What follows belongs to an exercise in optimizing a design on an open flow for small area and a short achievable clock period; a production flow would make more cautious choices.
At most, simulation tests tie the RTL to the original design; equivalence was not proved.
No activity file was given, so power comes from the tool's default toggle rates.

==> inputs of v13 <==
Design FIR, start of the top module:
module FIR #
(
    parameter inbit = 11,
    parameter outbit = 23,
    parameter n=32
)
(
    input rst,
    input clk,
    input wire signed [inbit-1:0] infix,
    output reg signed [outbit-1:0] outfix
);
  wire [10:0] wi = infix ^ 11'h400;
  wire rstn = ~rst;
  reg  [10:0] X;      
  reg  [11:0] U0;   
  reg  [11:0] U1;   
  reg  [11:0] U2;   
  reg  [11:0] U3;   
  reg  [11:0] U4;   
  reg  [11:0] U5;   
  reg  [11:0] U6;   
  reg  [11:0] U7;   
  reg  [11:0] U8;   
  reg  [11:0] U9;   
  reg  [11:0] U10;   
  reg  [11:0] U11;   
  reg  [11:0] U12;   
  reg  [11:0] U13;   
  reg  [11:0] U14;   
  reg  [11:0] U15;   
  reg  [11:0] U16;   
  reg  [11:0] U17;   
  reg  A0_0_0;
  reg  A0_0_1;
  reg  A0_1_0;
  reg  A0_1_1;
  reg  A0_2_0;
  reg  A0_2_1;
  reg  A0_3_0;
  reg  A0_4_0;
  reg  A0_4_1;
  reg  A0_5_0;
  reg  A0_5_1;
  reg  A0_6_0;
  reg  A0_6_1;
  reg  A0_7_0;
  reg  A0_7_1;
  reg  A0_8_0;
  reg  A0_8_1;
  reg  A0_9_0;
  reg  A0_9_1;
  reg  A0_10_0;
  reg  A0_10_1;
  reg  A0_11_0;
  reg  A0_11_1;
  reg  A0_12_0;
  ...
==> flow/config.mk <==
export PLATFORM = sky130hd
export DESIGN_NAME = FIR
export DESIGN_NICKNAME = FIR
export VERILOG_FILES = /design/flow/design.v
export SDC_FILE = /design/flow/constraint.sdc
export NUM_CORES = 4
export LEC_CHECK = 0
export CAP_MARGIN = 20
export CORE_MARGIN = 2
export CORE_UTILIZATION = 40
export CTS_BUF_LIST = sky130_fd_sc_hd__clkbuf_16
export CTS_CLUSTER_DIAMETER = 100
export CTS_CLUSTER_SIZE = 28
export SETUP_SLACK_MARGIN = 2.1
export SLEW_MARGIN = 20
export SYNTH_HIERARCHICAL = 1
==> flow/constraint.sdc <==
create_clock -name core_clock -period 4.2 [get_ports {clk}]
set_input_delay 0.8400 -clock core_clock [delete_from_list [all_inputs] [get_ports {clk}]]
set_output_delay 0.8400 -clock core_clock [all_outputs]
set_load 0.01 [all_outputs]
run.sh (not shown) runs the stock make flow with config.mk's settings and CLKGATE_MAP_FILE= SYNTH_SCRIPT=/design/flow/synth_recipe.tcl, a recipe that flattens the netlist after the stock synthesis.
==> v12 (differences from v13) <==
--- a/flow/config.mk
+++ b/flow/config.mk
@@ -10,7 +10,7 @@
 export CORE_UTILIZATION = 40
 export CTS_BUF_LIST = sky130_fd_sc_hd__clkbuf_16
 export CTS_CLUSTER_DIAMETER = 100
-export CTS_CLUSTER_SIZE = 28
-export SETUP_SLACK_MARGIN = 2.1
+export CTS_CLUSTER_SIZE = 25
+export SETUP_SLACK_MARGIN = 2.0
 export SLEW_MARGIN = 20
 export SYNTH_HIERARCHICAL = 1
==> qor summary <==
item                                                                   v12                      v13
Reg-to-reg setup timing slack                                      2.02 ns                  2.08 ns
Post CTS Setup Buffer Count                                              0                        7
Number of nets in the final layout                                    3034                     3061
Initial antenna violation count                                          0                        1
Flip-flop and latch share of the layout cell area                    0.421                    0.421
CP endpoint                                               A10_11_1$_DFF_P_           A4_7_1$_DFF_P_
Outcome                                            complete, no violations  complete, no violations
Non-filler cells, final                                               3501                     3529
Number of clock buffers inserted by TritonCTS                           35                       31
Aggregate global-route resource usage                                0.159                    0.158
TritonRoute pass-1 iters                                                 5                        4
Worst-case setup slack after placement                             1.41 ns                  1.33 ns
GPL Wtd Cong                                                         0.792                    0.802
Switching share of power                                             0.298                    0.301
Power spent charging and discharging nets                          4.82 mW                  4.81 mW
Reg-to-reg critical path endpoint                         A10_11_1$_DFF_P_           A4_7_1$_DFF_P_
Via count of the first global-routing pass                           18390                    18341
Final wirelength                                                  59600 um                 59700 um
Clk_skew                                                         0.0328 ns                0.0295 ns
No functional check of the RTL was part of any run of this note.

========
==> job 3709: inputs <==
FIR, a different RTL version from the one above (not shown whole).
make LEC_CHECK=0 CAP_MARGIN=20 CORE_MARGIN=2 CORE_UTILIZATION=60 CTS_BUF_LIST=sky130_fd_sc_hd__clkbuf_16 CTS_CLUSTER_DIAMETER=100 CTS_CLUSTER_SIZE=25 PLACE_DENSITY=0.75 SETUP_SLACK_MARGIN=2.1 SLEW_MARGIN=20 SYNTH_HIERARCHICAL=1 finish   # period 4.2 ns
==> job 7273 (differences from job 3709) <==
- CORE_UTILIZATION: 60 -> 40
- CTS_BUF_LIST: sky130_fd_sc_hd__clkbuf_16 -> not set
- CTS_CLUSTER_DIAMETER: 100 -> not set
- CTS_CLUSTER_SIZE: 25 -> not set
- PLACE_DENSITY: 0.75 -> not set
==> job 332 (differences from job 3709) <==
- CORE_UTILIZATION: 60 -> 40
- PLACE_DENSITY: 0.75 -> not set
==> summary of the runs <==
- The lowest core utilization belongs to job 332, the highest to job 3709.
- Of job 3709 and job 7273, job 7273 has the higher count of clock-buffer cells in the layout (gap 75).
- Sequential share of layout area, highest first: job 3709, job 332, job 7273.
- Against job 3709, the die area of job 332 is higher by 49%.
- Between job 7273 and job 3709, the lower clock skew is in job 3709 (gap 0.00069 ns).
- Global-route usage: job 332 < job 7273 < job 3709.
- Area after synthesis is the same in job 332 and job 3709.
- Of job 3709 and job 7273, job 7273 has the higher cell count (gap 12%, measured against job 7273).
- Register-to-register slack: job 332 is better than job 3709 (0.06 ns).
- Synthesized cell count is the same in job 3709 and job 332.
==> figures <==
                                                                  job 332                 job 3709                 job 7273
Run status                                        complete, no violations  complete, no violations  complete, no violations
Total global-route track usage                                     0.1597                   0.2371                   0.1638
Final #Nets                                                          3075                     3079                     3115
Post-route cell area                                         0.03462 mm^2             0.03413 mm^2             0.03608 mm^2
WL met1                                                          27050 um                 24790 um                 27440 um
Slowest CP cell                                     sky130_fd_sc_hd__fa_2    sky130_fd_sc_hd__fa_1    sky130_fd_sc_hd__fa_2
Wire length of the first global-routing pass                    101600 um                 97680 um                103600 um
Internal reg-to-reg setup slack                                   2.07 ns                  2.01 ns                  2.06 ns
Via Count                                                           16100                    16410                    16360
Worst Clk Skew                                                 0.04325 ns               0.03048 ns               0.03118 ns
Worst hold margin                                               0.3709 ns                0.3623 ns                0.3643 ns
CP Depth                                                                4                        5                        4
HPWL after DPL                                                   44340 um                 43120 um                 44340 um
Clock buffer count from CTS                                            36                       34                       75
Net switching power of the design                              0.004898 W               0.004780 W               0.005452 W
Post-route total power                                          0.01639 W                0.01617 W                0.01924 W
Area of combinational cells with multiple inputs             0.01680 mm^2             0.01680 mm^2             0.01679 mm^2
Power dissipated in combinational cells                         0.00447 W                0.00453 W                0.00448 W
Fill cell count                                                      7186                     3723                     7031
Reg-to-reg endpoint                                               A3_10_1                  A6_12_1                  A10_5_1
Routed WL                                                        60340 um                 59360 um                 61630 um
Ratio of routed vias to standard cells                              4.551                    5.166                    4.511

========
==> run Z: inputs <==
Another version of the RTL of FIR (not shown whole).
clock: 4.2 ns
lec_check: 0
cap_margin: 20
core_margin: 2
core_utilization: 40
cts_buf_list: sky130_fd_sc_hd__clkbuf_16
cts_cluster_diameter: 100
cts_cluster_size: 28
setup_slack_margin: 2.1
slew_margin: 20
synth_hierarchical: 1
==> inputs of run A, as changes to run Z <==
- CTS_CLUSTER_SIZE: 28 -> 25
- SETUP_SLACK_MARGIN: 2.1 -> 2.0
==> notes <==
- Sequential cell count is the same in run A and run Z.
- Between run Z and run A, the lower clock power is in run Z (gap 8.3%, measured against run A).
- Final cell count: run A is lower than run Z (about 1.5%).
- Via count: run Z is higher than run A (about 2.8%).

========
==> job 3117 <==
Starting RTL as in the previous note.
export LEC_CHECK = 0
export CAP_MARGIN = 0
export CORE_MARGIN = 2
export CORE_UTILIZATION = 40
export CTS_BUF_LIST = sky130_fd_sc_hd__clkbuf_16
export CTS_CLUSTER_DIAMETER = 100
export CTS_CLUSTER_SIZE = 25
export SETUP_SLACK_MARGIN = 2.1
export SLEW_MARGIN = 0
export SYNTH_HIERARCHICAL = 1
create_clock -name core_clock -period 4.2 [get_ports {clk}]
==> inputs of job 2646, as changes to job 3117 <==
Settings changed: CAP_MARGIN 0 to 20, SETUP_SLACK_MARGIN 2.1 to 2.05, SLEW_MARGIN 0 to 20.
==> inputs of job 7116, as changes to job 3117 <==
Settings changed: CAP_MARGIN 0 to 20, SETUP_SLACK_MARGIN 2.1 to 1.9, SLEW_MARGIN 0 to 20.
==> summary of the runs <==
Sequential cell count is the same in job 7116 and job 3117.
Of job 3117 and job 2646, job 3117 has the higher clock power (gap about 2%, measured against job 2646).
Register-to-register slack is about the same in job 3117 and job 2646.
First-iteration DRC count, highest first: job 2646, job 7116, job 3117.
Clock-buffer cell count is the same in job 2646 and job 7116.
Against job 7116, the fmax of job 3117 is higher by 6.0%.
In area after synthesis, job 2646 and job 7116 do not differ.
Final area, lowest first: job 7116, job 2646, job 3117.

========
==> inputs of 10-15 <==
FIR again, from the RTL that the note above started with.
Settings: LEC_CHECK=0, CAP_MARGIN=20, CORE_MARGIN=2, CORE_UTILIZATION=40, CTS_BUF_LIST=sky130_fd_sc_hd__clkbuf_16, CTS_CLUSTER_DIAMETER=100, CTS_CLUSTER_SIZE=25, SETUP_SLACK_MARGIN=2.1, SLEW_MARGIN=20, SYNTH_HIERARCHICAL=1; clock period 4.2 ns.
==> inputs of 10-19, as changes to 10-15 <==
--- a/flow/config.mk
+++ b/flow/config.mk
@@ -10,7 +10,7 @@
 export CORE_UTILIZATION = 40
 export CTS_BUF_LIST = sky130_fd_sc_hd__clkbuf_16
 export CTS_CLUSTER_DIAMETER = 100
-export CTS_CLUSTER_SIZE = 25
-export SETUP_SLACK_MARGIN = 2.1
+export CTS_CLUSTER_SIZE = 28
+export SETUP_SLACK_MARGIN = 2.05
 export SLEW_MARGIN = 20
 export SYNTH_HIERARCHICAL = 1
==> summary.txt <==
STA
  • Worst Skew: 26.7 ps
  • Worst slew pin tran: 999 ps

Pwr
  • Switching Share: 28.1%

Routing
  • WL per Instance: 16.3 um

Global route
  • Vias in the first global route: 17700

Critical path
  • CP max stage delay: 560 ps

Run status
  • Status: finished clean

Cells and area
  • Multi-input gate area: 16000 sq um
That was 10-19.
==> summary.txt <==
Cells and area
  • Top reg by flops: outfix
  • #MultiIn Comb: 1500

Logic synthesis
  • Synth Area in Adders: 36.8%

Critical path
  • CP max stage delay: 590 ps

STA
  • Worst slew pin tran: 854 ps
  • Worst Skew: 20.8 ps

Run status
  • Status: finished clean

Global route
  • Vias in the first global route: 17900

Pwr
  • Switching Share: 27.9%
That was 10-15.

[what the ideal ports hide]
Ports are ideal in the flow. The routed layouts listed here were re-timed in OpenROAD.
Step 1, drivers: a clkbuf_16 drives clk and a buf_2 each remaining input, both assumed.
Step 2 also shifts input and output timing later by t, the mid clock arrival at the registers, as if the neighbouring blocks saw the same clock.
Slacks: ideal / step 1 / step 2; pairs: ideal / step 1.
run | shift t [ns] | setup slack, ns | slew at the worst register clock pin (ns)
v13 | 0.692 | 2.080 / 2.080 / 1.499 | 0.11 / 0.11
v12 | 0.636 | 2.022 / 2.022 / 1.452 | 0.10 / 0.10
job 3709 | 0.629 | 2.011 / 2.011 / 1.518 | 0.10 / 0.10
job 7273 | 0.678 | 2.060 / 2.060 / 1.459 | 0.06 / 0.06
job 332 | 0.633 | 2.071 / 2.071 / 1.547 | 0.10 / 0.10
run Z | 0.656 | 2.087 / 2.087 / 1.539 | 0.11 / 0.11
run A | 0.632 | 2.058 / 2.058 / 1.562 | 0.10 / 0.10
job 3117 | 0.633 | 2.091 / 2.090 / 1.560 | 0.10 / 0.10
job 2646 | 0.633 | 2.095 / 2.083 / 1.561 | 0.10 / 0.10
job 7116 | 0.632 | 1.965 / 1.965 / 1.403 | 0.10 / 0.10
10-15 | 0.633 | 2.091 / 2.090 / 1.560 | 0.10 / 0.10
10-19 | 0.667 | 2.071 / 2.071 / 1.559 | 0.11 / 0.11
After both steps every run listed still meets setup and hold. The setup slack of job 7273, which loses most, moves by 0.000 ns with the drivers and by -0.601 ns with both steps.
